Background: an optimization exercise with open tools, aiming at small area and a short achievable clock period. Do not read the settings as production practice.
The RTL was checked by simulation tests, not by an equivalence proof against the original design.
Power figures rest on the tool's default switching activity, not on a simulated workload.

==> flow/design.v, too long to show whole: its modules and the start of the top module <==
// module Xor: 9 lines
// module Full_Adder: 9 lines
// module Full_Adder32: 20 lines
// module ALU_Adder: 15 lines
// module ALU: 56 lines
// module Mult: 454 lines
// module DCache: 73 lines
// module IssueQueueInt: 136 lines
// module IssueQueueMult: 103 lines
// module IssueQueueLS: 166 lines
// module IssueUnit: 86 lines
// module FullFlags: 16 lines
// module BackEnd: 149 lines
// module tomasulo_backend: 88 lines
module tomasulo_backend (
   input                Clk,
   input                Rst,
   input       [ 4:0]   Dispatch_Rd_Tag,
   input       [31:0]   Dispatch_Rs_Data,
   input       [ 4:0]   Dispatch_Rs_Tag,
   input                Dispatch_Rs_Data_Val,
   input       [31:0]   Dispatch_Rt_Data,
   input       [ 4:0]   Dispatch_Rt_Tag,
   input                Dispatch_Rt_Data_Val,
   input       [ 3:0]   Dispatch_Opcode_Int,
   input       [ 4:0]   Dispatch_Shfamt_Int,
   input                Dispatch_Opcode_LS,
   input       [15:0]   Dispatch_Imm_LS,
   input                Dispatch_Enable_Int0,
   input                Dispatch_Enable_Int1,
   input                Dispatch_Enable_Mult,
   input                Dispatch_Enable_LS,
   output               IssueQueInt0_Full,
   output               IssueQueInt1_Full,
   output               IssueQueMult_Full,
   output               IssueQueLS_Full,
   output      [ 4:0]   CDB_Tag,
   output      [31:0]   CDB_Data,
   output               CDB_Valid,
   output               CDB_Branch,
   output               CDB_Branch_Taken,
   input                RB_Store_Ready,
   input                RB_Flush_Valid,
   output               ALU0_Overflow,
   output               ALU0_Carry_Out,
   output               ALU1_Overflow,
   output               ALU1_Carry_Out
);
  // ...
==> flow/flow/run.sh <==
#!/bin/bash
# The standard layout (standard.sh, with its synthesis unchanged), with:
#  - timing repair aimed at a setup target tighter than the clock period,
#  - buf_4 cells as the port buffers,
set -euo pipefail
bash standard.sh \
  SETUP_SLACK_MARGIN=17 \
  "BUFFER_PORTS_ARGS=-buffer_cell sky130_fd_sc_hd__buf_4" \
  "CTS_ARGS=-sink_clustering_enable -repair_clock_nets -dont_use_dummy_load -sink_clustering_size 20 -buf_list {sky130_fd_sc_hd__clkbuf_4 sky130_fd_sc_hd__clkbuf_8}" \
  finish > make_finish.log 2>&1
==> flow/standard.sh <==
#!/bin/bash
# synth_recipe.tcl (not shown) runs the flow's synth.tcl, then flattens the netlist and writes it again
# the make line also repeats each setting of config.mk as NAME=value (left out here)
make -C /OpenROAD-flow-scripts/flow DESIGN_CONFIG=/design/flow/config.mk WORK_HOME=/design/flow/orfs CLKGATE_MAP_FILE= SYNTH_SCRIPT=/design/flow/synth_recipe.tcl "${@:-finish}"
==> flow/config.mk <==
export PLATFORM = sky130hd
export DESIGN_NAME = tomasulo_backend
export DESIGN_NICKNAME = tomasulo_backend
export VERILOG_FILES = /design/flow/design.v
export SDC_FILE = /design/flow/constraint.sdc
export NUM_CORES = 4
export LEC_CHECK = 0
export CAP_MARGIN = 20
export CORE_MARGIN = 2
export CORE_UTILIZATION = 65
export SLEW_MARGIN = 20
export SYNTH_HIERARCHICAL = 1
export SYNTH_MINIMUM_KEEP_SIZE = 9000
==> flow/constraint.sdc <==
create_clock -name core_clock -period 28.0 [get_ports {Clk}]
set_input_delay 5.6000 -clock core_clock [delete_from_list [all_inputs] [get_ports {Clk}]]
set_output_delay 5.6000 -clock core_clock [all_outputs]
set_load 0.01 [all_outputs]
==> reports/qor.yml, run 1 <==
critical_path:
  start_kind: "primary input"
  cpMaxStageDelayCell: "mux2_4"
global_route:
  antenna_found_initial: 30
  grt_util_all_layers_pct: 46.3
sta:
  period_minus_slack_ns: 11.78
run_status:
  status: "timing/DRC/antenna clean"
final_layout:
  regArea_sq_um: 58800
  clock_cell_area_share_pct: 4.01
  final_cell_mix: "1297 x nor2_1, 1277 x nand2_1, 1142 x dfrtp_1"
  inverters: 373
  drive_above_1_share_pct: 15.2
pwr:
  powerDensity_nw_per_um2: 127
  internal_power_mw: 8.64
  maxPowerGroup: "combinational logic"
  p_comb_share_pct: 56.0
detailed_routing:
  wl_met1_mm: 152
  viasPerCell: 7.02
  firstDrtPassIters: 12
cts:
  cts_hold_buffers: 0
  clk_pin_slew_ns: 0.06
logic_synthesis:
  synthSimpleGateAreaFrac_pct: 12.9
  synth_edf_count: 788
floorplanning:
  core_area_sq_um: 181000
place:
  gp_congestion: 1.04
min_path:
  min_from: "BackEnd_inst0.Mult_inst0.p1_reg[28]"
==> module DCache, before the edit <==
module DCache (
   input                Clk,
   input                Rst,
   input       [31:0]   Store_Data,
   input       [11:0]   Store_Address,    
   input                Store,
   input       [11:0]   Load_Address,
   output      [31:0]   Load_Data
);
   integer i;
   reg [7:0] bank0 [0:31];
   reg [7:0] bank1 [0:31];
   reg [7:0] bank2 [0:31];
   reg [7:0] bank3 [0:31];
   wire [1:0] roff  = Load_Address[1:0];
   wire [4:0] rrow  = Load_Address[6:2];
   wire [4:0] rrown = Load_Address[11:7];
   wire [4:0] rrow0 = (roff > 2'd0) ? rrown : rrow;
   wire [4:0] rrow1 = (roff > 2'd1) ? rrown : rrow;
   wire [4:0] rrow2 = (roff > 2'd2) ? rrown : rrow;
   wire [4:0] rrow3 = rrow;
   wire [7:0] b0 = bank0[rrow0];
   wire [7:0] b1 = bank1[rrow1];
   wire [7:0] b2 = bank2[rrow2];
   wire [7:0] b3 = bank3[rrow3];
   assign Load_Data = (roff == 2'd0) ? {b3, b2, b1, b0} :
                      (roff == 2'd1) ? {b0, b3, b2, b1} :
                      (roff == 2'd2) ? {b1, b0, b3, b2} :
                                       {b2, b1, b0, b3};
   wire [1:0] off  = Store_Address[1:0];
   wire [4:0] row  = Store_Address[6:2];
   wire [4:0] rown = Store_Address[11:7];
   wire [4:0] row0 = (off > 2'd0) ? rown : row;
   wire [4:0] row1 = (off > 2'd1) ? rown : row;
   wire [4:0] row2 = (off > 2'd2) ? rown : row;
   wire [4:0] row3 = row;
   wire [7:0] d0 = Store_Data[ 7: 0];
   wire [7:0] d1 = Store_Data[15: 8];
   wire [7:0] d2 = Store_Data[23:16];
   wire [7:0] d3 = Store_Data[31:24];
   wire [7:0] w0 = (off == 2'd0) ? d0 : (off == 2'd1) ? d3 : (off == 2'd2) ? d2 : d1;
   wire [7:0] w1 = (off == 2'd0) ? d1 : (off == 2'd1) ? d0 : (off == 2'd2) ? d3 : d2;
   wire [7:0] w2 = (off == 2'd0) ? d2 : (off == 2'd1) ? d1 : (off == 2'd2) ? d0 : d3;
   wire [7:0] w3 = (off == 2'd0) ? d3 : (off == 2'd1) ? d2 : (off == 2'd2) ? d1 : d0;
   function [31:0] init_word(input integer r);
      case (r)
         0: init_word = 4;
         1: init_word = 5;
         2: init_word = 3;
         3: init_word = 9;
         4: init_word = 15;
         5: init_word = 1;
         6: init_word = 2;
         7: init_word = 2;
         8: init_word = 20;
         9: init_word = 7;
         default: init_word = 0;
      endcase
   endfunction
   always @(posedge Clk, posedge Rst) begin
      if (Rst) begin
         for (i = 0; i < 32; i = i + 1) begin
            {bank3[i], bank2[i], bank1[i], bank0[i]} <= init_word(i);
         end
      end
      else if (Store) begin
         bank0[row0] <= w0;
         bank1[row1] <= w1;
         bank2[row2] <= w2;
         bank3[row3] <= w3;
      end
   end
endmodule
==> module IssueQueueInt, before the edit <==
module IssueQueueInt (
   input                Clk,
   input                Rst,
   input       [ 4:0]   Dispatch_Rd_Tag,
   input       [31:0]   Dispatch_Rs_Data,
   input       [ 4:0]   Dispatch_Rs_Tag,
   input                Dispatch_Rs_Data_Val,
   input       [31:0]   Dispatch_Rt_Data,
   input       [ 4:0]   Dispatch_Rt_Tag,
   input                Dispatch_Rt_Data_Val,
   input       [ 3:0]   Dispatch_Opcode,
   input       [ 4:0]   Dispatch_Shfamt,
   input                Dispatch_Enable,
   output               IssueQue_AllValid,
   input       [ 4:0]   CDB_Tag,
   input       [31:0]   CDB_Data,
   input                CDB_Valid,
   output               IssueQue_Ready,
   output      [31:0]   IssueQue_Rs_Data,
   output      [31:0]   IssueQue_Rt_Data,    
   output      [ 4:0]   IssueQue_Rd_Tag,
   output      [ 3:0]   IssueQue_Opcode,
   input                Issueblk_Issue,
   input                RB_Flush_Valid
);
   integer i;
   reg [ 3:0] op   [0:3];
   reg [ 4:0] rd   [0:3];
   reg [ 4:0] rst  [0:3];
   reg [31:0] rsd  [0:3];
   reg        rsv  [0:3];
   reg [ 4:0] rtt  [0:3];
   reg [31:0] rtd  [0:3];
   reg        rtv  [0:3];
   reg        v    [0:3];
   reg  [3:0] sel;
   wire r0 = rsv[0] & rtv[0] & v[0];
   wire r1 = rsv[1] & rtv[1] & v[1];
   wire r2 = rsv[2] & rtv[2] & v[2];
   wire r3 = rsv[3] & rtv[3] & v[3];
   wire s0 = sel[0];
   wire s1 = sel[1];
   wire s2 = sel[2];
   wire s3 = sel[3];
   assign IssueQue_Ready = r0 | r1 | r2 | r3;
   assign IssueQue_Rs_Data = ({32{s0}} & rsd[0]) | ({32{s1}} & rsd[1]) | ({32{s2}} & rsd[2]) | ({32{s3}} & rsd[3]);
   assign IssueQue_Rt_Data = ({32{s0}} & rtd[0]) | ({32{s1}} & rtd[1]) | ({32{s2}} & rtd[2]) | ({32{s3}} & rtd[3]);
   assign IssueQue_Rd_Tag  = ({ 5{s0}} & rd [0]) | ({ 5{s1}} & rd [1]) | ({ 5{s2}} & rd [2]) | ({ 5{s3}} & rd [3]);
   assign IssueQue_Opcode  = ({ 4{s0}} & op [0]) | ({ 4{s1}} & op [1]) | ({ 4{s2}} & op [2]) | ({ 4{s3}} & op [3]);
   wire i0 = Issueblk_Issue & s0;
   wire i1 = Issueblk_Issue & s1;
   wire i2 = Issueblk_Issue & s2;
   wire i3 = Issueblk_Issue & s3;
   wire allv = v[0] & v[1] & v[2] & v[3];
   wire add  = Dispatch_Enable & (~allv | Issueblk_Issue);
   wire sh1  = v[1] & ~i1 & (~v[0] | i0);
   wire sh2  = v[2] & ~i2 & (~(v[0] & v[1]) | i0 | i1);
   wire sh3  = v[3] & ~i3 & (~(v[0] & v[1] & v[2]) | i0 | i1 | i2);
   wire vn0 = ~RB_Flush_Valid & (sh1 | (v[0] & ~i0));
   wire vn1 = ~RB_Flush_Valid & (sh2 | (v[1] & ~i1 & ~sh1));
   wire vn2 = ~RB_Flush_Valid & (sh3 | (v[2] & ~i2 & ~sh2));
   wire vn3 = ~RB_Flush_Valid & (add | (v[3] & ~i3 & ~sh3));
   assign IssueQue_AllValid = allv;
   wire d_shift = (Dispatch_Opcode[3:1] == 3'b100);
   wire [31:0] d_rtd = {Dispatch_Rt_Data[31:5], d_shift ? Dispatch_Shfamt : Dispatch_Rt_Data[4:0]};
   reg        mv  [0:3];
   reg [ 3:0] nop [0:3];
   reg [ 4:0] nrd [0:3];
   reg [ 4:0] nrst[0:3];
   reg [31:0] nrsd[0:3];
   reg        nrsv[0:3];
   reg [ 4:0] nrtt[0:3];
   reg [31:0] nrtd[0:3];
   reg        nrtv[0:3];
   reg        mrs [0:3];
   reg        mrt [0:3];
   always @(*) begin
      mv[0] = sh1; mv[1] = sh2; mv[2] = sh3; mv[3] = add;
      for (i = 0; i < 3; i = i + 1) begin
         nop [i] = mv[i] ? op [i+1] : op [i];
         nrd [i] = mv[i] ? rd [i+1] : rd [i];
         nrst[i] = mv[i] ? rst[i+1] : rst[i];
         nrsd[i] = mv[i] ? rsd[i+1] : rsd[i];
         nrsv[i] = mv[i] ? rsv[i+1] : rsv[i];
         nrtt[i] = mv[i] ? rtt[i+1] : rtt[i];
         nrtd[i] = mv[i] ? rtd[i+1] : rtd[i];
         nrtv[i] = mv[i] ? rtv[i+1] : rtv[i];
      end
      nop [3] = add ? Dispatch_Opcode      : op [3];
      nrd [3] = add ? Dispatch_Rd_Tag      : rd [3];
      nrst[3] = add ? Dispatch_Rs_Tag      : rst[3];
      nrsd[3] = add ? Dispatch_Rs_Data     : rsd[3];
      nrsv[3] = add ? Dispatch_Rs_Data_Val : rsv[3];
      nrtt[3] = add ? Dispatch_Rt_Tag      : rtt[3];
      nrtd[3] = add ? d_rtd                : rtd[3];
      nrtv[3] = add ? Dispatch_Rt_Data_Val : rtv[3];
      for (i = 0; i < 4; i = i + 1) begin
         mrs[i] = CDB_Valid & ~nrsv[i] & (CDB_Tag == nrst[i]);
         mrt[i] = CDB_Valid & ~nrtv[i] & (CDB_Tag == nrtt[i]);
      end
   end
   wire rn0 = (mrs[0] | nrsv[0]) & (mrt[0] | nrtv[0]) & vn0;
   wire rn1 = (mrs[1] | nrsv[1]) & (mrt[1] | nrtv[1]) & vn1;
   wire rn2 = (mrs[2] | nrsv[2]) & (mrt[2] | nrtv[2]) & vn2;
   wire rn3 = (mrs[3] | nrsv[3]) & (mrt[3] | nrtv[3]) & vn3;
   wire sn1 = ~rn0 & rn1;
   wire sn2 = ~rn0 & ~rn1 & rn2;
   wire sn3 = ~rn0 & ~rn1 & ~rn2 & rn3;
   wire [3:0] sel_next = {sn3, sn2, sn1, ~(sn1 | sn2 | sn3)};
   always @(posedge Clk, posedge Rst) begin
      if (Rst) begin
         sel <= 4'b0001;
         for (i = 0; i < 4; i = i + 1) begin
            op[i] <= 4'b0;
            v [i] <= 1'b0;
         end
      end
      else begin
         sel <= sel_next;
         v[0] <= vn0; v[1] <= vn1; v[2] <= vn2; v[3] <= vn3;
         for (i = 0; i < 4; i = i + 1)
            op[i] <= nop[i];
      end
   end
   always @(posedge Clk) begin
      for (i = 0; i < 4; i = i + 1) begin
         rd [i] <= nrd [i];
         rst[i] <= nrst[i];
         rtt[i] <= nrtt[i];
         rsd[i] <= mrs[i] ? CDB_Data : nrsd[i];
         rsv[i] <= mrs[i] | nrsv[i];
         rtd[i] <= (mrt[i] & (nop[i][3:1] != 3'b100)) ? CDB_Data : nrtd[i];
         rtv[i] <= mrt[i] | nrtv[i];
      end
   end
endmodule
==> module IssueQueueLS, before the edit <==
module IssueQueueLS (
   input                Clk,
   input                Rst,
   input       [ 4:0]   Dispatch_Rd_Tag,
   input       [31:0]   Dispatch_Rs_Data,
   input       [ 4:0]   Dispatch_Rs_Tag,
   input                Dispatch_Rs_Data_Val,
   input       [31:0]   Dispatch_Rt_Data,
   input       [ 4:0]   Dispatch_Rt_Tag,
   input                Dispatch_Rt_Data_Val,
   input                Dispatch_Opcode,
   input       [15:0]   Dispatch_Imm,
   input                Dispatch_Enable,
   output               IssueQue_AllValid,
   input       [ 4:0]   CDB_Tag,
   input       [31:0]   CDB_Data,
   input                CDB_Valid,
   output               Ready_1,            
   output               Load_1,             
   output               Store_1,            
   output               Load_0,             
   output      [31:0]   IssueQue_Data,      
   output      [11:0]   Load_Address,       
   output      [11:0]   Store_Address,
   output      [ 4:0]   IssueQue_Rd_Tag,
   input                IssueUnit_Issue,    
   output               IssueQue_Store,     
   input                RB_Store_Ready,
   input                RB_Flush_Valid
);
   integer i;
   reg        op   [0:3];
   reg [ 6:0] af   [0:3];
   reg [ 4:0] rd   [0:3];
   reg [ 4:0] rst  [0:3];
   reg        rsv  [0:3];
   reg [ 4:0] rtl  [0:3];    
   reg [31:5] rth  [0:3];    
   reg        rtv  [0:3];
   reg        v    [0:3];
   wire a0 = rsv[0] & (rtv[0] | op[0]);
   wire a1 = rsv[1] & (rtv[1] | op[1]);
   wire a2 = rsv[2] & (rtv[2] | op[2]);
   wire a3 = rsv[3] & (rtv[3] | op[3]);
   wire nb0_1 = ~a0 & ~v[0];
   wire nb1_1 = ~a1 & ~v[1];
   wire nb2_1 = ~a2 & ~v[2];
   wire nb0_0 = ~(a0 & op[0]) & ~v[0];
   wire nb1_0 = ~(a1 & op[1]) & ~v[1];
   wire nb2_0 = ~(a2 & op[2]) & ~v[2];
   wire c0_1 = a0 & v[0];
   wire s1_1 = nb0_1 & a1 & v[1];
   wire s2_1 = nb0_1 & nb1_1 & a2 & v[2];
   wire s3_1 = nb0_1 & nb1_1 & nb2_1 & a3 & v[3];
   wire c0_0 = a0 & op[0] & v[0];
   wire s1_0 = nb0_0 & a1 & op[1] & v[1];
   wire s2_0 = nb0_0 & nb1_0 & a2 & op[2] & v[2];
   wire s3_0 = nb0_0 & nb1_0 & nb2_0 & a3 & op[3] & v[3];
   assign Ready_1  = c0_1 | s1_1 | s2_1 | s3_1;
   assign Load_1   = (c0_1 & op[0]) | (s1_1 & op[1]) | (s2_1 & op[2]) | (s3_1 & op[3]);
   assign Store_1  = Ready_1 & ~Load_1;
   assign Load_0   = c0_0 | s1_0 | s2_0 | s3_0;
   wire s0_1 = ~(s1_1 | s2_1 | s3_1);
   wire s0_0 = ~(s1_0 | s2_0 | s3_0);
   wire c0 = RB_Store_Ready ? c0_1 : c0_0;
   wire s1 = RB_Store_Ready ? s1_1 : s1_0;
   wire s2 = RB_Store_Ready ? s2_1 : s2_0;
   wire s3 = RB_Store_Ready ? s3_1 : s3_0;
   wire [11:0] ax0 = {af[0][6:2] + 5'd1, af[0]};
   wire [11:0] ax1 = {af[1][6:2] + 5'd1, af[1]};
   wire [11:0] ax2 = {af[2][6:2] + 5'd1, af[2]};
   wire [11:0] ax3 = {af[3][6:2] + 5'd1, af[3]};
   wire [11:0] ax_1 = ({12{s0_1}} & ax0) | ({12{s1_1}} & ax1) | ({12{s2_1}} & ax2) | ({12{s3_1}} & ax3);
   wire [11:0] ax_0 = ({12{s0_0}} & ax0) | ({12{s1_0}} & ax1) | ({12{s2_0}} & ax2) | ({12{s3_0}} & ax3);
   wire [ 4:0] rd_1 = ({ 5{s0_1}} & rd[0]) | ({ 5{s1_1}} & rd[1]) | ({ 5{s2_1}} & rd[2]) | ({ 5{s3_1}} & rd[3]);
   wire [ 4:0] rd_0 = ({ 5{s0_0}} & rd[0]) | ({ 5{s1_0}} & rd[1]) | ({ 5{s2_0}} & rd[2]) | ({ 5{s3_0}} & rd[3]);
   assign Load_Address  = RB_Store_Ready ? ax_1 : ax_0;
   assign IssueQue_Rd_Tag = RB_Store_Ready ? rd_1 : rd_0;
   assign Store_Address = ax_1;
   assign IssueQue_Data = ({32{s0_1}} & {rth[0], rtl[0]}) | ({32{s1_1}} & {rth[1], rtl[1]}) |
                          ({32{s2_1}} & {rth[2], rtl[2]}) | ({32{s3_1}} & {rth[3], rtl[3]});
   wire store = RB_Store_Ready & Store_1;
   assign IssueQue_Store = store;
   wire issue = store | IssueUnit_Issue;
   wire i0 = issue & c0;
   wire i1 = issue & s1;
   wire i2 = issue & s2;
   wire i3 = issue & s3;
   wire allv = v[0] & v[1] & v[2] & v[3];
   wire add  = Dispatch_Enable & (~allv | issue);
   wire sh1  = v[1] & ~i1 & (~v[0] | i0);
   wire sh2  = v[2] & ~i2 & (~(v[0] & v[1]) | i0 | i1);
   wire sh3  = v[3] & ~i3 & (~(v[0] & v[1] & v[2]) | i0 | i1 | i2);
   wire vn0 = ~RB_Flush_Valid & (sh1 | (v[0] & ~i0));
   wire vn1 = ~RB_Flush_Valid & (sh2 | (v[1] & ~i1 & ~sh1));
   wire vn2 = ~RB_Flush_Valid & (sh3 | (v[2] & ~i2 & ~sh2));
   wire vn3 = ~RB_Flush_Valid & (add | (v[3] & ~i3 & ~sh3));
   assign IssueQue_AllValid = allv;
   wire [6:0] d_af  = Dispatch_Rs_Data_Val ? (Dispatch_Rs_Data[6:0] + Dispatch_Imm[6:0]) : Dispatch_Imm[6:0];
   wire [4:0] d_rtl = Dispatch_Rt_Data_Val ? Dispatch_Rt_Data[4:0] : Dispatch_Rt_Tag;
   reg        mv  [0:3];
   reg        nop [0:3];
   reg [ 6:0] naf [0:3];
   reg [ 4:0] nrd [0:3];
   reg [ 4:0] nrst[0:3];
   reg        nrsv[0:3];
   reg [ 4:0] nrtl[0:3];
   reg [31:5] nrth[0:3];
   reg        nrtv[0:3];
   reg        mrs [0:3];
   reg        mrt [0:3];
   always @(*) begin
      mv[0] = sh1; mv[1] = sh2; mv[2] = sh3; mv[3] = add;
      for (i = 0; i < 3; i = i + 1) begin
         nop [i] = mv[i] ? op [i+1] : op [i];
         naf [i] = mv[i] ? af [i+1] : af [i];
         nrd [i] = mv[i] ? rd [i+1] : rd [i];
         nrst[i] = mv[i] ? rst[i+1] : rst[i];
         nrsv[i] = mv[i] ? rsv[i+1] : rsv[i];
         nrtl[i] = mv[i] ? rtl[i+1] : rtl[i];
         nrth[i] = mv[i] ? rth[i+1] : rth[i];
         nrtv[i] = mv[i] ? rtv[i+1] : rtv[i];
      end
      nop [3] = add ? Dispatch_Opcode        : op [3];
      naf [3] = add ? d_af                   : af [3];
      nrd [3] = add ? Dispatch_Rd_Tag        : rd [3];
      nrst[3] = add ? Dispatch_Rs_Tag        : rst[3];
      nrsv[3] = add ? Dispatch_Rs_Data_Val   : rsv[3];
      nrtl[3] = add ? d_rtl                  : rtl[3];
      nrth[3] = add ? Dispatch_Rt_Data[31:5] : rth[3];
      nrtv[3] = add ? Dispatch_Rt_Data_Val   : rtv[3];
      for (i = 0; i < 4; i = i + 1) begin
         mrs[i] = CDB_Valid & ~nrsv[i] & (CDB_Tag == nrst[i]);
         mrt[i] = CDB_Valid & ~nrtv[i] & (CDB_Tag == nrtl[i]);
      end
   end
   always @(posedge Clk, posedge Rst) begin
      if (Rst) begin
         for (i = 0; i < 4; i = i + 1) begin
            op [i] <= 1'b0;
            rst[i] <= 5'b0;
            rsv[i] <= 1'b0;
            rtl[i] <= 5'b0;
            rtv[i] <= 1'b0;
            v  [i] <= 1'b0;
         end
      end
      else begin
         v[0] <= vn0; v[1] <= vn1; v[2] <= vn2; v[3] <= vn3;
         for (i = 0; i < 4; i = i + 1) begin
            op [i] <= nop[i];
            rst[i] <= nrst[i];
            rsv[i] <= mrs[i] | nrsv[i];
            rtl[i] <= mrt[i] ? CDB_Data[4:0] : nrtl[i];
            rtv[i] <= mrt[i] | nrtv[i];
         end
      end
   end
   always @(posedge Clk) begin
      for (i = 0; i < 4; i = i + 1) begin
         af [i] <= mrs[i] ? (CDB_Data[6:0] + naf[i]) : naf[i];
         rd [i] <= nrd[i];
         rth[i] <= mrt[i] ? CDB_Data[31:5] : nrth[i];
      end
   end
endmodule
==> module IssueUnit, before the edit <==
module IssueUnit (
   input                Clk,
   input                Rst,
   input                RB_Store_Ready,
   input                Ready_Int0,
   input                Ready_Int1,
   input                Ready_Mult,
   input                Load_1,         
   input                Load_0,         
   input                Store_1,        
   input                AllValid_Int0,
   input                AllValid_Int1,
   input                AllValid_LS,
   output               Issue_Int0,
   output               Issue_Int1,
   output               Issue_LS,
   output               Int_Sel1,       
   output               Int0_Full_1,
   output               Int0_Full_0,
   output               Int1_Full_1,
   output               Int1_Full_0,
   output               LS_Full_1,
   output               LS_Full_0,
   input       [ 4:0]   Int_Tag,
   input       [31:0]   Int_Result,
   input                Int_Branch,
   input                Int_Branch_Taken,
   input       [ 4:0]   LS_Tag,
   input       [31:0]   LS_Result,
   input       [ 4:0]   Mult_Tag,
   input       [31:0]   Mult_Result,
   output reg  [ 4:0]   CDB_Tag,
   output reg  [31:0]   CDB_Data,
   output reg           CDB_Valid,
   output reg           CDB_Branch,
   output reg           CDB_Branch_Taken
);
   reg [2:0] slot;       
   reg [1:0] LRU_reg;
   wire mult_done = slot[2];
   wire int_first = LRU_reg[1];
   wire i0_first  = LRU_reg[0];
   wire pick1 = ~mult_done & (i0_first ? (~Ready_Int0 & Ready_Int1) : Ready_Int1);
   wire pick0 = ~mult_done & (i0_first ? Ready_Int0 : (~Ready_Int1 & Ready_Int0));
   wire ls_ok = ~mult_done & ~(int_first & (Ready_Int0 | Ready_Int1));
   wire Issue_LS_1   = ls_ok & Load_1;
   wire Issue_LS_0   = ls_ok & Load_0;
   wire Issue_Int1_1 = pick1 & ~(~int_first & Load_1);
   wire Issue_Int1_0 = pick1 & ~(~int_first & Load_0);
   wire Issue_Int0_1 = pick0 & ~(~int_first & Load_1);
   wire Issue_Int0_0 = pick0 & ~(~int_first & Load_0);
   assign Issue_LS   = RB_Store_Ready ? Issue_LS_1   : Issue_LS_0;
   assign Issue_Int1 = RB_Store_Ready ? Issue_Int1_1 : Issue_Int1_0;
   assign Issue_Int0 = RB_Store_Ready ? Issue_Int0_1 : Issue_Int0_0;
   assign Int0_Full_1 = AllValid_Int0 & ~Issue_Int0_1;
   assign Int0_Full_0 = AllValid_Int0 & ~Issue_Int0_0;
   assign Int1_Full_1 = AllValid_Int1 & ~Issue_Int1_1;
   assign Int1_Full_0 = AllValid_Int1 & ~Issue_Int1_0;
   assign LS_Full_1   = AllValid_LS & ~(Store_1 | Issue_LS_1);
   assign LS_Full_0   = AllValid_LS & ~Issue_LS_0;
   assign Int_Sel1 = i0_first ? ~Ready_Int0 : Ready_Int1;
   wire [1:0] LRU_next = Issue_LS   ? {1'b1, LRU_reg[0]} :
                         Issue_Int1 ? 2'b01 :
                         Issue_Int0 ? 2'b00 : LRU_reg;
   wire int_issue = Issue_Int0 | Issue_Int1;
   always @(posedge Clk, posedge Rst) begin
      if (Rst) begin
         slot             <= 3'b000;
         LRU_reg          <= 2'b10;
         CDB_Tag          <= 5'b0;
         CDB_Data         <= 32'b0;
         CDB_Valid        <= 1'b0;
         CDB_Branch       <= 1'b0;
         CDB_Branch_Taken <= 1'b0;
      end
      else begin
         slot    <= {slot[1:0], Ready_Mult};
         LRU_reg <= LRU_next;
         CDB_Valid        <= mult_done | Issue_LS | int_issue;
         CDB_Tag          <= mult_done ? Mult_Tag    : Issue_LS ? LS_Tag    : int_issue ? Int_Tag    : 5'b0;
         CDB_Data         <= mult_done ? Mult_Result : Issue_LS ? LS_Result : int_issue ? Int_Result : 32'b0;
         CDB_Branch       <= int_issue & Int_Branch;
         CDB_Branch_Taken <= int_issue & Int_Branch_Taken;
      end
   end
endmodule
==> module FullFlags, before the edit <==
module FullFlags (
   input                RB_Store_Ready,
   input                Int0_Full_1,
   input                Int0_Full_0,
   input                Int1_Full_1,
   input                Int1_Full_0,
   input                LS_Full_1,
   input                LS_Full_0,
   output               Int0_Full,
   output               Int1_Full,
   output               LS_Full
);
   assign Int0_Full = RB_Store_Ready ? Int0_Full_1 : Int0_Full_0;
   assign Int1_Full = RB_Store_Ready ? Int1_Full_1 : Int1_Full_0;
   assign LS_Full   = RB_Store_Ready ? LS_Full_1   : LS_Full_0;
endmodule
==> module BackEnd, before the edit <==
module BackEnd (
   input                Clk,
   input                Rst,
   input       [ 4:0]   Dispatch_Rd_Tag,
   input       [31:0]   Dispatch_Rs_Data,
   input       [ 4:0]   Dispatch_Rs_Tag,
   input                Dispatch_Rs_Data_Val,
   input       [31:0]   Dispatch_Rt_Data,
   input       [ 4:0]   Dispatch_Rt_Tag,
   input                Dispatch_Rt_Data_Val,
   input       [ 3:0]   Dispatch_Opcode_Int,
   input       [ 4:0]   Dispatch_Shfamt_Int,
   input                Dispatch_Opcode_LS,
   input       [15:0]   Dispatch_Imm_LS,
   input                Dispatch_Enable_Int0,
   input                Dispatch_Enable_Int1,
   input                Dispatch_Enable_Mult,
   input                Dispatch_Enable_LS,
   output               Int0_Full_1,    
   output               Int0_Full_0,
   output               Int1_Full_1,
   output               Int1_Full_0,
   output               IssueQueMult_Full,
   output               LS_Full_1,
   output               LS_Full_0,
   input       [ 4:0]   CDB_Tag_In,
   input       [31:0]   CDB_Data_In,
   input                CDB_Valid_In,
   output      [ 4:0]   CDB_Tag_Out,
   output      [31:0]   CDB_Data_Out,
   output               CDB_Valid_Out,
   output               CDB_Branch_Out,
   output               CDB_Branch_Taken_Out,
   input                RB_Store_Ready,
   input                RB_Flush_Valid,
   output               ALU0_Overflow,
   output               ALU0_Carry_Out,
   output               ALU1_Overflow,
   output               ALU1_Carry_Out
);
   wire        Int0_Ready, Int1_Ready;
   wire [31:0] Int0_Rs, Int0_Rt, Int1_Rs, Int1_Rt;
   wire [ 4:0] Int0_Tag, Int1_Tag;
   wire [ 3:0] Int0_Op, Int1_Op;
   wire        Issue_Int0, Issue_Int1, Issue_LS, Int_Sel1;
   wire        Mult_Ready;
   wire [15:0] Mult_Rs, Mult_Rt;
   wire [ 4:0] Mult_Tag;
   wire [31:0] Mult_Result;
   wire [ 4:0] Mult_Tag_Out;
   wire        LS_Load_1, LS_Load_0, LS_Store_1, LS_Ready_1, LS_Store;
   wire        Int0_AllValid, Int1_AllValid, LS_AllValid;
   wire [31:0] LS_Data, Load_Data;
   wire [11:0] LS_Load_Address, LS_Store_Address;
   wire [ 4:0] LS_Tag;
   IssueQueueInt IssueQueueInt_inst0 (
      .Clk(Clk), .Rst(Rst),
      .Dispatch_Rd_Tag(Dispatch_Rd_Tag),
      .Dispatch_Rs_Data(Dispatch_Rs_Data), .Dispatch_Rs_Tag(Dispatch_Rs_Tag), .Dispatch_Rs_Data_Val(Dispatch_Rs_Data_Val),
      .Dispatch_Rt_Data(Dispatch_Rt_Data), .Dispatch_Rt_Tag(Dispatch_Rt_Tag), .Dispatch_Rt_Data_Val(Dispatch_Rt_Data_Val),
      .Dispatch_Opcode(Dispatch_Opcode_Int), .Dispatch_Shfamt(Dispatch_Shfamt_Int),
      .Dispatch_Enable(Dispatch_Enable_Int0), .IssueQue_AllValid(Int0_AllValid),
      .CDB_Tag(CDB_Tag_In), .CDB_Data(CDB_Data_In), .CDB_Valid(CDB_Valid_In),
      .IssueQue_Ready(Int0_Ready), .IssueQue_Rs_Data(Int0_Rs), .IssueQue_Rt_Data(Int0_Rt),
      .IssueQue_Rd_Tag(Int0_Tag), .IssueQue_Opcode(Int0_Op),
      .Issueblk_Issue(Issue_Int0), .RB_Flush_Valid(RB_Flush_Valid)
   );
   IssueQueueInt IssueQueueInt_inst1 (
      .Clk(Clk), .Rst(Rst),
      .Dispatch_Rd_Tag(Dispatch_Rd_Tag),
      .Dispatch_Rs_Data(Dispatch_Rs_Data), .Dispatch_Rs_Tag(Dispatch_Rs_Tag), .Dispatch_Rs_Data_Val(Dispatch_Rs_Data_Val),
      .Dispatch_Rt_Data(Dispatch_Rt_Data), .Dispatch_Rt_Tag(Dispatch_Rt_Tag), .Dispatch_Rt_Data_Val(Dispatch_Rt_Data_Val),
      .Dispatch_Opcode(Dispatch_Opcode_Int), .Dispatch_Shfamt(Dispatch_Shfamt_Int),
      .Dispatch_Enable(Dispatch_Enable_Int1), .IssueQue_AllValid(Int1_AllValid),
      .CDB_Tag(CDB_Tag_In), .CDB_Data(CDB_Data_In), .CDB_Valid(CDB_Valid_In),
      .IssueQue_Ready(Int1_Ready), .IssueQue_Rs_Data(Int1_Rs), .IssueQue_Rt_Data(Int1_Rt),
      .IssueQue_Rd_Tag(Int1_Tag), .IssueQue_Opcode(Int1_Op),
      .Issueblk_Issue(Issue_Int1), .RB_Flush_Valid(RB_Flush_Valid)
   );
   ALU_Adder ALU_Adder_inst0 (
      .Operand1(Int0_Rs), .Operand2(Int0_Rt), .ALU_Opcode(Int0_Op),
      .Carry_Out(ALU0_Carry_Out), .Overflow(ALU0_Overflow)
   );
   ALU_Adder ALU_Adder_inst1 (
      .Operand1(Int1_Rs), .Operand2(Int1_Rt), .ALU_Opcode(Int1_Op),
      .Carry_Out(ALU1_Carry_Out), .Overflow(ALU1_Overflow)
   );
   wire [31:0] Alu_Rs  = Int_Sel1 ? Int1_Rs  : Int0_Rs;
   wire [31:0] Alu_Rt  = Int_Sel1 ? Int1_Rt  : Int0_Rt;
   wire [ 3:0] Alu_Op  = Int_Sel1 ? Int1_Op  : Int0_Op;
   wire [ 4:0] Alu_Tag = Int_Sel1 ? Int1_Tag : Int0_Tag;
   wire [31:0] Alu_Result;
   wire        Alu_Branch, Alu_Branch_Taken;
   ALU ALU_inst0 (
      .Operand1(Alu_Rs), .Operand2(Alu_Rt), .ALU_Opcode(Alu_Op),
      .Result(Alu_Result), .ALU_Branch(Alu_Branch), .ALU_Branch_Taken(Alu_Branch_Taken)
   );
   IssueQueueMult IssueQueueMult_inst0 (
      .Clk(Clk), .Rst(Rst),
      .Dispatch_Rd_Tag(Dispatch_Rd_Tag),
      .Dispatch_Rs_Data(Dispatch_Rs_Data[15:0]), .Dispatch_Rs_Tag(Dispatch_Rs_Tag), .Dispatch_Rs_Data_Val(Dispatch_Rs_Data_Val),
      .Dispatch_Rt_Data(Dispatch_Rt_Data[15:0]), .Dispatch_Rt_Tag(Dispatch_Rt_Tag), .Dispatch_Rt_Data_Val(Dispatch_Rt_Data_Val),
      .Dispatch_Enable(Dispatch_Enable_Mult), .IssueQue_Full(IssueQueMult_Full),
      .CDB_Tag(CDB_Tag_In), .CDB_Data(CDB_Data_In[15:0]), .CDB_Valid(CDB_Valid_In),
      .IssueQue_Ready(Mult_Ready), .IssueQue_Rs_Data(Mult_Rs), .IssueQue_Rt_Data(Mult_Rt),
      .IssueQue_Rd_Tag(Mult_Tag),
      .Issueblk_Issue(Mult_Ready), .RB_Flush_Valid(RB_Flush_Valid)
   );
   Mult Mult_inst0 (
      .Clk(Clk), .OpA(Mult_Rs), .OpB(Mult_Rt), .Tag_In(Mult_Tag),
      .Result(Mult_Result), .Tag_Out(Mult_Tag_Out)
   );
   IssueQueueLS IssueQueueLS_inst0 (
      .Clk(Clk), .Rst(Rst),
      .Dispatch_Rd_Tag(Dispatch_Rd_Tag),
      .Dispatch_Rs_Data(Dispatch_Rs_Data), .Dispatch_Rs_Tag(Dispatch_Rs_Tag), .Dispatch_Rs_Data_Val(Dispatch_Rs_Data_Val),
      .Dispatch_Rt_Data(Dispatch_Rt_Data), .Dispatch_Rt_Tag(Dispatch_Rt_Tag), .Dispatch_Rt_Data_Val(Dispatch_Rt_Data_Val),
      .Dispatch_Opcode(Dispatch_Opcode_LS), .Dispatch_Imm(Dispatch_Imm_LS),
      .Dispatch_Enable(Dispatch_Enable_LS), .IssueQue_AllValid(LS_AllValid),
      .CDB_Tag(CDB_Tag_In), .CDB_Data(CDB_Data_In), .CDB_Valid(CDB_Valid_In),
      .Ready_1(LS_Ready_1), .Load_1(LS_Load_1), .Store_1(LS_Store_1), .Load_0(LS_Load_0),
      .IssueQue_Data(LS_Data), .Load_Address(LS_Load_Address), .Store_Address(LS_Store_Address),
      .IssueQue_Rd_Tag(LS_Tag),
      .IssueUnit_Issue(Issue_LS), .IssueQue_Store(LS_Store),
      .RB_Store_Ready(RB_Store_Ready), .RB_Flush_Valid(RB_Flush_Valid)
   );
   DCache DCache_inst0 (
      .Clk(Clk), .Rst(Rst),
      .Store_Data(LS_Data), .Store_Address(LS_Store_Address), .Store(LS_Store),
      .Load_Address(LS_Load_Address),
      .Load_Data(Load_Data)
   );
   IssueUnit IssueUnit_inst0 (
      .Clk(Clk), .Rst(Rst),
      .RB_Store_Ready(RB_Store_Ready),
      .Ready_Int0(Int0_Ready), .Ready_Int1(Int1_Ready), .Ready_Mult(Mult_Ready),
      .Load_1(LS_Load_1), .Load_0(LS_Load_0), .Store_1(LS_Store_1),
      .AllValid_Int0(Int0_AllValid), .AllValid_Int1(Int1_AllValid), .AllValid_LS(LS_AllValid),
      .Issue_Int0(Issue_Int0), .Issue_Int1(Issue_Int1), .Issue_LS(Issue_LS), .Int_Sel1(Int_Sel1),
      .Int0_Full_1(Int0_Full_1), .Int0_Full_0(Int0_Full_0), .Int1_Full_1(Int1_Full_1), .Int1_Full_0(Int1_Full_0),
      .LS_Full_1(LS_Full_1), .LS_Full_0(LS_Full_0),
      .Int_Tag(Alu_Tag), .Int_Result(Alu_Result),
      .Int_Branch(Alu_Branch), .Int_Branch_Taken(Alu_Branch_Taken),
      .LS_Tag(LS_Tag), .LS_Result(Load_Data),
      .Mult_Tag(Mult_Tag_Out), .Mult_Result(Mult_Result),
      .CDB_Tag(CDB_Tag_Out), .CDB_Data(CDB_Data_Out), .CDB_Valid(CDB_Valid_Out),
      .CDB_Branch(CDB_Branch_Out), .CDB_Branch_Taken(CDB_Branch_Taken_Out)
   );
endmodule
==> run 2, diff against run 1 <==
--- a/flow/design.v
+++ b/flow/design.v
@@ -565,9 +565,8 @@
    input                Clk,
    input                Rst,
    input       [31:0]   Store_Data,
-   input       [11:0]   Store_Address,    
+   input       [11:0]   Address,    
    input                Store,
-   input       [11:0]   Load_Address,
    output      [31:0]   Load_Data
 );
    integer i;
@@ -575,28 +574,21 @@
    reg [7:0] bank1 [0:31];
    reg [7:0] bank2 [0:31];
    reg [7:0] bank3 [0:31];
-   wire [1:0] roff  = Load_Address[1:0];
-   wire [4:0] rrow  = Load_Address[6:2];
-   wire [4:0] rrown = Load_Address[11:7];
-   wire [4:0] rrow0 = (roff > 2'd0) ? rrown : rrow;
-   wire [4:0] rrow1 = (roff > 2'd1) ? rrown : rrow;
-   wire [4:0] rrow2 = (roff > 2'd2) ? rrown : rrow;
-   wire [4:0] rrow3 = rrow;
-   wire [7:0] b0 = bank0[rrow0];
-   wire [7:0] b1 = bank1[rrow1];
-   wire [7:0] b2 = bank2[rrow2];
-   wire [7:0] b3 = bank3[rrow3];
-   assign Load_Data = (roff == 2'd0) ? {b3, b2, b1, b0} :
-                      (roff == 2'd1) ? {b0, b3, b2, b1} :
-                      (roff == 2'd2) ? {b1, b0, b3, b2} :
-                                       {b2, b1, b0, b3};
-   wire [1:0] off  = Store_Address[1:0];
-   wire [4:0] row  = Store_Address[6:2];
-   wire [4:0] rown = Store_Address[11:7];
+   wire [1:0] off  = Address[1:0];
+   wire [4:0] row  = Address[6:2];
+   wire [4:0] rown = Address[11:7];
    wire [4:0] row0 = (off > 2'd0) ? rown : row;
    wire [4:0] row1 = (off > 2'd1) ? rown : row;
    wire [4:0] row2 = (off > 2'd2) ? rown : row;
    wire [4:0] row3 = row;
+   wire [7:0] b0 = bank0[row0];
+   wire [7:0] b1 = bank1[row1];
+   wire [7:0] b2 = bank2[row2];
+   wire [7:0] b3 = bank3[row3];
+   assign Load_Data = (off == 2'd0) ? {b3, b2, b1, b0} :
+                      (off == 2'd1) ? {b0, b3, b2, b1} :
+                      (off == 2'd2) ? {b1, b0, b3, b2} :
+                                      {b2, b1, b0, b3};
    wire [7:0] d0 = Store_Data[ 7: 0];
    wire [7:0] d1 = Store_Data[15: 8];
    wire [7:0] d2 = Store_Data[23:16];
@@ -652,6 +644,7 @@
    input       [31:0]   CDB_Data,
    input                CDB_Valid,
    output               IssueQue_Ready,
+   output               IssueQue_Ready_Next,  
    output      [31:0]   IssueQue_Rs_Data,
    output      [31:0]   IssueQue_Rt_Data,    
    output      [ 4:0]   IssueQue_Rd_Tag,
@@ -743,6 +736,7 @@
    wire sn2 = ~rn0 & ~rn1 & rn2;
    wire sn3 = ~rn0 & ~rn1 & ~rn2 & rn3;
    wire [3:0] sel_next = {sn3, sn2, sn1, ~(sn1 | sn2 | sn3)};
+   assign IssueQue_Ready_Next = rn0 | rn1 | rn2 | rn3;
    always @(posedge Clk, posedge Rst) begin
       if (Rst) begin
          sel <= 4'b0001;
@@ -895,8 +889,7 @@
    output               Store_1,            
    output               Load_0,             
    output      [31:0]   IssueQue_Data,      
-   output      [11:0]   Load_Address,       
-   output      [11:0]   Store_Address,
+   output      [11:0]   Address,            
    output      [ 4:0]   IssueQue_Rd_Tag,
    input                IssueUnit_Issue,    
    output               IssueQue_Store,     
@@ -949,9 +942,8 @@
    wire [11:0] ax_0 = ({12{s0_0}} & ax0) | ({12{s1_0}} & ax1) | ({12{s2_0}} & ax2) | ({12{s3_0}} & ax3);
    wire [ 4:0] rd_1 = ({ 5{s0_1}} & rd[0]) | ({ 5{s1_1}} & rd[1]) | ({ 5{s2_1}} & rd[2]) | ({ 5{s3_1}} & rd[3]);
    wire [ 4:0] rd_0 = ({ 5{s0_0}} & rd[0]) | ({ 5{s1_0}} & rd[1]) | ({ 5{s2_0}} & rd[2]) | ({ 5{s3_0}} & rd[3]);
-   assign Load_Address  = RB_Store_Ready ? ax_1 : ax_0;
+   assign Address         = RB_Store_Ready ? ax_1 : ax_0;
    assign IssueQue_Rd_Tag = RB_Store_Ready ? rd_1 : rd_0;
-   assign Store_Address = ax_1;
    assign IssueQue_Data = ({32{s0_1}} & {rth[0], rtl[0]}) | ({32{s1_1}} & {rth[1], rtl[1]}) |
                           ({32{s2_1}} & {rth[2], rtl[2]}) | ({32{s3_1}} & {rth[3], rtl[3]});
    wire store = RB_Store_Ready & Store_1;
@@ -1045,6 +1037,8 @@
    input                RB_Store_Ready,
    input                Ready_Int0,
    input                Ready_Int1,
+   input                Ready_Int0_Next,
+   input                Ready_Int1_Next,
    input                Ready_Mult,
    input                Load_1,         
    input                Load_0,         
@@ -1093,13 +1087,14 @@
    assign Issue_LS   = RB_Store_Ready ? Issue_LS_1   : Issue_LS_0;
    assign Issue_Int1 = RB_Store_Ready ? Issue_Int1_1 : Issue_Int1_0;
    assign Issue_Int0 = RB_Store_Ready ? Issue_Int0_1 : Issue_Int0_0;
-   assign Int0_Full_1 = AllValid_Int0 & ~Issue_Int0_1;
-   assign Int0_Full_0 = AllValid_Int0 & ~Issue_Int0_0;
-   assign Int1_Full_1 = AllValid_Int1 & ~Issue_Int1_1;
-   assign Int1_Full_0 = AllValid_Int1 & ~Issue_Int1_0;
-   assign LS_Full_1   = AllValid_LS & ~(Store_1 | Issue_LS_1);
-   assign LS_Full_0   = AllValid_LS & ~Issue_LS_0;
-   assign Int_Sel1 = i0_first ? ~Ready_Int0 : Ready_Int1;
+   assign Int0_Full_1 = ~(AllValid_Int0 & ~Issue_Int0_1);
+   assign Int0_Full_0 = ~(AllValid_Int0 & ~Issue_Int0_0);
+   assign Int1_Full_1 = ~(AllValid_Int1 & ~Issue_Int1_1);
+   assign Int1_Full_0 = ~(AllValid_Int1 & ~Issue_Int1_0);
+   assign LS_Full_1   = ~(AllValid_LS & ~(Store_1 | Issue_LS_1));
+   assign LS_Full_0   = ~(AllValid_LS & ~Issue_LS_0);
+   reg  sel1_reg;
+   assign Int_Sel1 = sel1_reg;
    wire [1:0] LRU_next = Issue_LS   ? {1'b1, LRU_reg[0]} :
                          Issue_Int1 ? 2'b01 :
                          Issue_Int0 ? 2'b00 : LRU_reg;
@@ -1107,6 +1102,7 @@
    always @(posedge Clk, posedge Rst) begin
       if (Rst) begin
          slot             <= 3'b000;
+         sel1_reg         <= 1'b0;
          LRU_reg          <= 2'b10;
          CDB_Tag          <= 5'b0;
          CDB_Data         <= 32'b0;
@@ -1117,6 +1113,7 @@
       else begin
          slot    <= {slot[1:0], Ready_Mult};
          LRU_reg <= LRU_next;
+         sel1_reg <= LRU_next[0] ? ~Ready_Int0_Next : Ready_Int1_Next;
          CDB_Valid        <= mult_done | Issue_LS | int_issue;
          CDB_Tag          <= mult_done ? Mult_Tag    : Issue_LS ? LS_Tag    : int_issue ? Int_Tag    : 5'b0;
          CDB_Data         <= mult_done ? Mult_Result : Issue_LS ? LS_Result : int_issue ? Int_Result : 32'b0;
@@ -1137,9 +1134,9 @@
    output               Int1_Full,
    output               LS_Full
 );
-   assign Int0_Full = RB_Store_Ready ? Int0_Full_1 : Int0_Full_0;
-   assign Int1_Full = RB_Store_Ready ? Int1_Full_1 : Int1_Full_0;
-   assign LS_Full   = RB_Store_Ready ? LS_Full_1   : LS_Full_0;
+   assign Int0_Full = ~(RB_Store_Ready ? Int0_Full_1 : Int0_Full_0);
+   assign Int1_Full = ~(RB_Store_Ready ? Int1_Full_1 : Int1_Full_0);
+   assign LS_Full   = ~(RB_Store_Ready ? LS_Full_1   : LS_Full_0);
 endmodule
 module BackEnd (
    input                Clk,
@@ -1181,7 +1178,7 @@
    output               ALU1_Overflow,
    output               ALU1_Carry_Out
 );
-   wire        Int0_Ready, Int1_Ready;
+   wire        Int0_Ready, Int1_Ready, Int0_Ready_Next, Int1_Ready_Next;
    wire [31:0] Int0_Rs, Int0_Rt, Int1_Rs, Int1_Rt;
    wire [ 4:0] Int0_Tag, Int1_Tag;
    wire [ 3:0] Int0_Op, Int1_Op;
@@ -1194,7 +1191,7 @@
    wire        LS_Load_1, LS_Load_0, LS_Store_1, LS_Ready_1, LS_Store;
    wire        Int0_AllValid, Int1_AllValid, LS_AllValid;
    wire [31:0] LS_Data, Load_Data;
-   wire [11:0] LS_Load_Address, LS_Store_Address;
+   wire [11:0] LS_Address;
    wire [ 4:0] LS_Tag;
    IssueQueueInt IssueQueueInt_inst0 (
       .Clk(Clk), .Rst(Rst),
@@ -1204,7 +1201,7 @@
       .Dispatch_Opcode(Dispatch_Opcode_Int), .Dispatch_Shfamt(Dispatch_Shfamt_Int),
       .Dispatch_Enable(Dispatch_Enable_Int0), .IssueQue_AllValid(Int0_AllValid),
       .CDB_Tag(CDB_Tag_In), .CDB_Data(CDB_Data_In), .CDB_Valid(CDB_Valid_In),
-      .IssueQue_Ready(Int0_Ready), .IssueQue_Rs_Data(Int0_Rs), .IssueQue_Rt_Data(Int0_Rt),
+      .IssueQue_Ready(Int0_Ready), .IssueQue_Ready_Next(Int0_Ready_Next), .IssueQue_Rs_Data(Int0_Rs), .IssueQue_Rt_Data(Int0_Rt),
       .IssueQue_Rd_Tag(Int0_Tag), .IssueQue_Opcode(Int0_Op),
       .Issueblk_Issue(Issue_Int0), .RB_Flush_Valid(RB_Flush_Valid)
    );
@@ -1216,7 +1213,7 @@
       .Dispatch_Opcode(Dispatch_Opcode_Int), .Dispatch_Shfamt(Dispatch_Shfamt_Int),
       .Dispatch_Enable(Dispatch_Enable_Int1), .IssueQue_AllValid(Int1_AllValid),
       .CDB_Tag(CDB_Tag_In), .CDB_Data(CDB_Data_In), .CDB_Valid(CDB_Valid_In),
-      .IssueQue_Ready(Int1_Ready), .IssueQue_Rs_Data(Int1_Rs), .IssueQue_Rt_Data(Int1_Rt),
+      .IssueQue_Ready(Int1_Ready), .IssueQue_Ready_Next(Int1_Ready_Next), .IssueQue_Rs_Data(Int1_Rs), .IssueQue_Rt_Data(Int1_Rt),
       .IssueQue_Rd_Tag(Int1_Tag), .IssueQue_Opcode(Int1_Op),
       .Issueblk_Issue(Issue_Int1), .RB_Flush_Valid(RB_Flush_Valid)
    );
@@ -1262,21 +1259,21 @@
       .Dispatch_Enable(Dispatch_Enable_LS), .IssueQue_AllValid(LS_AllValid),
       .CDB_Tag(CDB_Tag_In), .CDB_Data(CDB_Data_In), .CDB_Valid(CDB_Valid_In),
       .Ready_1(LS_Ready_1), .Load_1(LS_Load_1), .Store_1(LS_Store_1), .Load_0(LS_Load_0),
-      .IssueQue_Data(LS_Data), .Load_Address(LS_Load_Address), .Store_Address(LS_Store_Address),
+      .IssueQue_Data(LS_Data), .Address(LS_Address),
       .IssueQue_Rd_Tag(LS_Tag),
       .IssueUnit_Issue(Issue_LS), .IssueQue_Store(LS_Store),
       .RB_Store_Ready(RB_Store_Ready), .RB_Flush_Valid(RB_Flush_Valid)
    );
    DCache DCache_inst0 (
       .Clk(Clk), .Rst(Rst),
-      .Store_Data(LS_Data), .Store_Address(LS_Store_Address), .Store(LS_Store),
-      .Load_Address(LS_Load_Address),
+      .Store_Data(LS_Data), .Address(LS_Address), .Store(LS_Store),
       .Load_Data(Load_Data)
    );
    IssueUnit IssueUnit_inst0 (
       .Clk(Clk), .Rst(Rst),
       .RB_Store_Ready(RB_Store_Ready),
       .Ready_Int0(Int0_Ready), .Ready_Int1(Int1_Ready), .Ready_Mult(Mult_Ready),
+      .Ready_Int0_Next(Int0_Ready_Next), .Ready_Int1_Next(Int1_Ready_Next),
       .Load_1(LS_Load_1), .Load_0(LS_Load_0), .Store_1(LS_Store_1),
       .AllValid_Int0(Int0_AllValid), .AllValid_Int1(Int1_AllValid), .AllValid_LS(LS_AllValid),
       .Issue_Int0(Issue_Int0), .Issue_Int1(Issue_Int1), .Issue_LS(Issue_LS), .Int_Sel1(Int_Sel1),
==> run 2 against run 1 <==
Effect of this change:
- sequential cell count is 1 higher
- sequential power shrank 1%
- total power grew 1.2%
- hold slack improved by 0.0018 ns
- cell area grew 0.97%
- first-iteration DRC count decreased by 11%
- critical path type unchanged
==> reports/qor.yml, run 2 <==
detailed_routing:
  wl_per_cell_um: 30.0
  firstDrtPassIters: 13  # +1
  postRouteAntennaNets: 0
  drc: 0
  via_count: 100000
  viasPerCell: 6.96  # -0.90%
  wl_mm: 431
  drt_iter0_drc: 13000
logic_synthesis:
  synth_cells: 11900
  synth_common_cells: "1584 x nand2_1, 1156 x dfrtp_1, 1102 x o21ai_0, 788 x edfxtp_1, 698 x nor2_1"
  ys_async_sr_fraction_pct: 52.4
  synth_top_area_share_pct: 24.2
  netlist_area_sq_um: 120000
  syn_area_per_cell_sq_um: 10.1
  synth_top_cell_by_area: "dfrtp_1"
  yosysUniqueCellTypes: 126
  synthTopCellsByArea: "dfrtp_1 24%, edfxtp_1 20%, mux2_2 5.2%"
  syn_nets: 12400
  yosys_register_bits: 2249
  yosysMostFrequentCell: "nand2_1"
  yosys_most_used_dff: "dfrtp_1"
  ys_warn_count: 71
  yosysSeqAreaShare_pct: 49.2
  synth_edf_count: 788  # unchanged
global_route:
  use_met2_pct: 68.7
  use_met3_pct: 13.3
  grt_pass1_vias: 96500
  gr-max-usage-layer: "met2"
  grt_pass1_wl_mm: 629
  antenna_found_initial: 42  # +40%
  grt_util_all_layers_pct: 45.5  # -0.80 points
  met1_usage_pct: 55.6
  overflow: 0
  grt_max_degree: 178
final_layout:
  stdcell_count: 14400
  final_common_cell: "nand2_1"
  syn_to_final_growth_pct: 8.70
  drive_above_1_share_pct: 14.6  # -0.61 points
  fin_nets: 12400
  final.fill_count: 13600
  final_cell_mix: "1578 x nand2_1, 1141 x dfrtp_1, 1077 x o21ai_0"
pwr:
  internal_power_mw: 8.65  # about the same
  p_sw_mw: 7.88
  switching_share_pct: 47.7
  vdd_drop_max_v: 0.000383
  clock_power_share_pct: 14.6
  powerDensity_nw_per_um2: 127  # +0.20%
  p_comb_share_pct: 56.9  # +0.9 points
  seq_power_share_pct: 28.5
  p_leak_nw: 54.5
  power_mw: 16.5
floorplanning:
  die_h_um: 433
  die_w_um: 433
  std_cell_rows: 157
  die_area_sq_um: 188000
  io_pins: 163
  core_area_sq_um: 183000  # +1.3%
  initial_core_util_pct: 65.4
sta:
  tightestPinTransition_ns: 1.34
  setup_tns_ns: 0
  slew_violations: 0
  worst_slew_margin_rel_pct: 10.5
  fmax_ghz: 0.0853
  fin_crit_sh_pct: 41.9
  rsz0062_at_grt: "true"
  hold_viol_final: 0
  setup_viol: 0
  hold-worst-slack_ns: 0.255
  period_minus_slack_ns: 11.73  # -0.0507 ns
  timing.final.ws_setup_ns: 16.27
  fin_skew_ns: 0.115
run_status:
  status: "timing/DRC/antenna clean"
critical_path:
  worstPathRequired_ns: 22.40
  timing.rr.start: "BackEnd_inst0.IssueUnit_inst0.sel1_reg"
  r2r_cells: 30
  start_kind: "primary input"
  end_kind: "primary output"
  worstPathArrival_ns: 6.13
  r2r_end: "BackEnd_inst0.IssueUnit_inst0.CDB_Branch_Taken"
  crit_fanout: 4
  r2r_setup_slack_ns: 18.11
  critical_path_class: "primary input to primary output"
place:
  hpwlAfterDp_mm: 289
  gp_congestion: 1.01  # -2.8%
  port_buffers: 153
  placedCellCount: 13900
  dpl_worst_slack_ns: 15.44
cts:
  htreeDepth: 5
  max-clock-path-buffers: 4
  cts_tree: "done"
  clock-sinks: 2249
  clock-root-buffer: "clkbuf_8"
  clk_pin_slew_ns: 0.05  # about the same
  cts_buffers: 378
  worst_skew_pair.late_latency_ns: 1.15
min_path:
  whs_path_depth: 0
  min_to: "BackEnd_inst0.Mult_inst0.p2_reg[9]"
  hp-class: "register to register"
  min_from: "BackEnd_inst0.Mult_inst0.p1_reg[9]"
flow_run:
  maxCapViolCount: 0
[run 2: through the flow]
stage	area, sq um	util (%)
4_1_cts	129000	70.6
5_1_grt	130000	71.0
3_3_place_gp	123000	67.2
3_5_place_dp	123000	67.3
2_1_floorplan	120000	-
6_report	130000	71.1
[run 2: what timing repair did]
action                                  in CTS  in global routing
pin swaps                                   31                 15
buffers inserted                            39                 24
hold endpoints to repair                     0                  0
hold buffers                                 0                  0
cloned                                       8                  2
resized for setup                           88                 19
endpoints found under the setup margin      39                 27
[run 2: worst max path at each step]
stage                         startpoint                                            to  slack [ns]  cells past startpoint
after floorplan                      Rst        BackEnd_inst0.DCache_inst0.bank0[0][0]        6.15                      1
after global placement    RB_Store_Ready  BackEnd_inst0.IssueQueueInt_inst1.rtd[1][24]       15.52                     13
after detailed placement  RB_Store_Ready  BackEnd_inst0.IssueQueueInt_inst1.rtd[1][23]       15.44                     13
after CTS                 RB_Store_Ready                               IssueQueLS_Full       16.28                      3
after global routing      RB_Store_Ready                               IssueQueLS_Full       16.28                      3
final                     RB_Store_Ready                             IssueQueInt1_Full       16.27                      3
[run 2: power by group through the flow]
stage,Clock (mW),Sequential (mW),Combinational [mW]
after floorplan,0,4.51,6.04
after global placement,0,4.71,8.75
after detailed placement,0,4.75,8.89
after CTS,2.41,4.69,9.03
after global routing,2.55,4.77,10.0
final,2.42,4.71,9.40
[run 2: kinds of logic (layout without fill, tap and decap cells)]
| group | Yosys count | count (layout) | share of synthesized area [%] |
|---|---|---|---|
| AO/OA/AOI/OAI | 3063 | 3063 | 16.4 |
| buffers and inverters | 1292 | 1276 | 4.33 |
| AND/OR/NAND/NOR | 3641 | 3641 | 13.9 |
| adder cells (fa/ha/maj) | 377 | 377 | 5.21 |
| XOR/XNOR | 344 | 344 | 2.52 |
| other | 0 | 29 | 0 |
| flip-flops | 2249 | 2249 | 49.2 |
| multiplexers | 933 | 933 | 8.46 |
[run 2: Yosys stat by module, one instance, submodules excluded]
module            cells  cell area (sq um)
tomasulo_backend      3               30.0
BackEnd           11900             120000
[run 2: cell type report]
| cell class | count | area [sq um] | share of cell area, % |
|---|---|---|---|
| inverters | 392 | 1480 | 1.13 |
| diodes | 29 | 72.6 | 0.0558 |
| clock buffers | 378 | 5200 | 4.00 |
| repair buffers | 506 | 4580 | 3.52 |
| multi-input cells | 8358 | 56800 | 43.7 |
| well taps | 2464 | 3080 | 2.37 |
| flip-flops and latches | 2249 | 58900 | 45.2 |
[run 2: critical path: stages]
cell and delay [ns]:
buf_16 0.11, mux2i_4 0.28, buf_6 0.14
[run 2: metal layers]
metal | part of all wire [%] | routed length [um] | up-vias
li1 | - | - | 42700
met1 | 34 | 148000 | 48400
met2 | 44 | 189000 | 7151
met3 | 13 | 55900 | 1698
met4 | 8.8 | 37700 | 28
met5 | 0.047 | 204 | -
==> run 3, diff against run 2 <==
--- a/flow/config.mk
+++ b/flow/config.mk
@@ -5,9 +5,10 @@
 export SDC_FILE = /design/flow/constraint.sdc
 export NUM_CORES = 4
 export LEC_CHECK = 0
-export CAP_MARGIN = 20
+export CAP_MARGIN = 10
 export CORE_MARGIN = 2
 export CORE_UTILIZATION = 65
-export SLEW_MARGIN = 20
+export GPL_TIMING_DRIVEN = 0
+export SLEW_MARGIN = 10
 export SYNTH_HIERARCHICAL = 1
 export SYNTH_MINIMUM_KEEP_SIZE = 9000
==> run 3 against run 2 <==
Effect of this change:
- the layout now fails its checks (capacitance limit, slew limit)
- utilization rose by 1.2 points
- worst setup slack better by 0.020 ns
- global-route usage up 10 points
- sequential share of layout area is 0.76 points lower
- final cell count increased by 5.1%
- sequential cell count is the same
- clock skew rose by 0.026 ns
- combinational power grew 15%
- cell area up 1.7%
- critical path type unchanged
- largest cell class unchanged
- largest power group unchanged
==> reports/qor.yml, run 3 <==
run_status:
  status: "finished with violations"
  violations: "capacitance limit, slew limit"
critical_path:
  start_kind: "primary input"
  crit_fanout: 4  # unchanged
  end_kind: "primary output"
  worstPathArrival_ns: 6.11  # -0.02 ns
  worstPathRequired_ns: 22.40  # about the same
  critical_path_class: "primary input to primary output"
detailed_routing:
  drc: 0  # unchanged
  drt_iter0_drc: 20000  # +54%
  viasPerCell: 7.39  # +6.2%
  wl_per_cell_um: 35.0  # +17%
  via_count: 112000  # +12%
  postRouteAntennaNets: 0  # unchanged
  wl_mm: 529  # +23%
  firstDrtPassIters: 12  # -1
logic_synthesis:
  synthTopCellsByArea: "dfrtp_1 24%, edfxtp_1 20%, mux2_2 5.2%"
  synth_top_cell_by_area: "dfrtp_1"
  yosysUniqueCellTypes: 126  # unchanged
  syn_area_per_cell_sq_um: 10.1  # unchanged
  synth_edf_count: 788  # unchanged
  netlist_area_sq_um: 120000  # unchanged
  synth_top_area_share_pct: 24.2  # unchanged
  yosys_register_bits: 2249  # unchanged
  ys_async_sr_fraction_pct: 52.4  # unchanged
  synth_cells: 11900  # unchanged
  yosysMostFrequentCell: "nand2_1"
  synth_common_cells: "1584 x nand2_1, 1156 x dfrtp_1, 1102 x o21ai_0, 788 x edfxtp_1, 698 x nor2_1"
  ys_warn_count: 71  # unchanged
  syn_nets: 12400  # unchanged
  yosysSeqAreaShare_pct: 49.2  # unchanged
  yosys_most_used_dff: "dfrtp_1"
global_route:
  grt_util_all_layers_pct: 55.8  # +10 points
  grt_pass1_vias: 107000  # +11%
  overflow: 0  # unchanged
  met1_usage_pct: 64.5  # +8.9 points
  grt_pass1_wl_mm: 750  # +19%
  gr-max-usage-layer: "met2"
  antenna_found_initial: 54  # +29%
  use_met2_pct: 78.1  # +9.4 points
  use_met3_pct: 24.6  # +11 points
  grt_max_degree: 42  # -76%
floorplanning:
  die_area_sq_um: 188000  # unchanged
  std_cell_rows: 157  # unchanged
  die_w_um: 433  # unchanged
  io_pins: 163  # unchanged
  core_area_sq_um: 183000  # unchanged
  initial_core_util_pct: 65.4  # unchanged
  die_h_um: 433  # unchanged
place:
  gp_congestion: 1.10  # +8.5%
  placed_cell_area_sq_um: 125000  # +1.8%
  hpwlAfterDp_mm: 390  # +35%
  port_buffers: 151  # -1.3%
cts:
  cts_tree: "done"
  htreeDepth: 5  # unchanged
  max-clock-path-buffers: 4  # unchanged
  clock-root-buffer: "clkbuf_8"
  cts_hold_buffers: 0  # unchanged
  cts_buffers: 378  # unchanged
  clk_pin_slew_ns: 0.05  # about the same
  worst_skew_pair.late_latency_ns: 1.17  # +0.02 ns
  clock-sinks: 2249  # unchanged
final_layout:
  syn_to_final_growth_pct: 10.5
  fin_nets: 13100  # +5.5%
  final_cell_mix: "1569 x nand2_1, 1152 x dfrtp_1, 1067 x o21ai_0"
  drive_above_1_share_pct: 13.3  # -1.3 points
  final_common_cell: "nand2_1"
  stdcell_area_sq_um: 132000  # +1.7%
pwr:
  p_leak_nw: 55.2  # +1.2%
  vdd_drop_max_v: 0.000336  # -12%
  power_mw: 18.0  # +8.9%
  powerDensity_nw_per_um2: 136  # +7.1%
sta:
  period_minus_slack_ns: 11.71  # -0.0197 ns
  setup_tns_ns: 0  # unchanged
  rsz0062_at_grt: "true"
  setup_viol: 0  # unchanged
  tightestPinTransition_ns: 1.64  # +0.303 ns
  slew_violations: 40  # +40
  worst_slew_margin_rel_pct: -9.65  # -20 points
  hold_viol_final: 0  # unchanged
  fmax_ghz: 0.0854  # +0.17%
  fin_skew_ns: 0.141  # +0.0263 ns
  fin_crit_sh_pct: 41.8  # -0.070 points
min_path:
  hp-class: "register to register"
flow_run:
  maxCapViolCount: 7  # +7
run 3: cell counts after synthesis:
No cell type changed its count.
run 3: path summary, 6_finish.rpt:
check | depth (start not counted) | slack [ns] | endpoint | start
worst min register to register | 0 | 0.29 | BackEnd_inst0.Mult_inst0.p2_reg[2] | BackEnd_inst0.Mult_inst0.p1_reg[2]
min in group asynchronous | 2 | 4.49 | BackEnd_inst0.DCache_inst0.bank3[8][4] | Rst
worst max register to register | 33 | 16.93 | BackEnd_inst0.IssueUnit_inst0.CDB_Branch_Taken | BackEnd_inst0.IssueUnit_inst0.sel1_reg
max in group asynchronous | 10 | 20.90 | BackEnd_inst0.DCache_inst0.bank0[8][2] | Rst
worst min-delay path | 0 | 0.29 | BackEnd_inst0.Mult_inst0.p2_reg[2] | BackEnd_inst0.Mult_inst0.p1_reg[2]
worst max-delay path | 3 | 16.29 | IssueQueLS_Full | RB_Store_Ready
run 3: what timing repair did:
action                     CTS  global route
pin swaps                   30            18
resized for setup          212            60
setup endpoints to repair   31           133
setup buffers               33            21
run 3: worst max-delay path: stages:
cell and delay, ns:
buf_12 0.11, mux2i_4 0.26, buf_6 0.13
run 3: final cells by class:
class | instances | area [sq um]
Sequential cell | 2249 | 58800
Multi-Input combinational cell | 8358 | 56300
Fill cell | 13200 | 50800
Clock buffer | 378 | 5200
Buffer | 900 | 4240
Tap cell | 2464 | 3080
Timing Repair Buffer | 288 | 2880
Inverter | 392 | 1480
Antenna cell | 78 | 195
run 3: kinds of logic after synthesis:
family | Yosys count | synth area share [%]
AOI/OAI and AO/OA | 3063 | 16.4
adders and majority gates | 377 | 5.21
muxes | 933 | 8.46
and+or+nand+nor | 3641 | 13.9
xor gates and xnor gates | 344 | 2.52
DFF | 2249 | 49.2
buffers and inverters | 1292 | 4.33
run 3: modules after synthesis, one instance, submodules excluded:
| module | copies in the design | area [sq um] |
|---|---|---|
| tomasulo_backend | 1 | 30.0 |
| BackEnd | 1 | 120000 |
run 3: per-layer routing:
metal | share of wire (%) | vias up
li1 | - | 44100
met1 | 31 | 52700
met2 | 40 | 11300
met3 | 16 | 3492
met4 | 12 | 42
met5 | 0.14 | -
run 3: per-stage QoR:
| stage | hold slack (ns) | setup slack [ns] | util, % | cells |
|---|---|---|---|---|
| detailed placement | 0.312 | 14.99 | 68.5 | 14600 |
| global placement | 0.310 | 0.168 | 67.7 | 14500 |
| CTS | 0.291 | 16.30 | 71.9 | 15000 |
| finish | 0.288 | 16.29 | 72.2 | 15100 |
| floorplan | 0.310 | 6.15 | - | 11900 |
| global route | 0.287 | 16.30 | 72.1 | 15000 |
run 3: power breakdown:
group,internal (mW),switching [mW]
sequential,4.18,0.549
clock,1.19,1.31
combinational,3.28,7.49

[afterwards: timing with drivers on the ports]
How much do the figures lean on ideal ports? The routed layouts below were timed once more, with nothing changed but the port constraints. Step 1, drivers: a clkbuf_16 drives Clk and a buf_2 each remaining input, both assumed. Step 2 moves the port delays by t, midway between the first and last clock arrival at a register: inputs arrive t later, outputs are due t later. That takes back most of the time a late clock gives input paths. Three values: no drivers, after step 1, after step 2; two values: the first two.
run	t (ns)	slack for setup (ns)	worst setup path after step 2	latest minus earliest clock arrival (ns)	worst slew at a driven data input, ns
run 1	1.167	16.220 / 15.988 / 15.567	input to register	0.140 / 0.141	0.26
run 2	1.185	16.271 / 16.101 / 15.714	input to register	0.115 / 0.115	0.17
run 3	1.205	16.291 / 16.227 / 15.701	input to register	0.144 / 0.144	0.08
For run 1, which loses most, drivers alone change the setup slack by -0.232 ns; drivers and shift together by -0.653 ns.
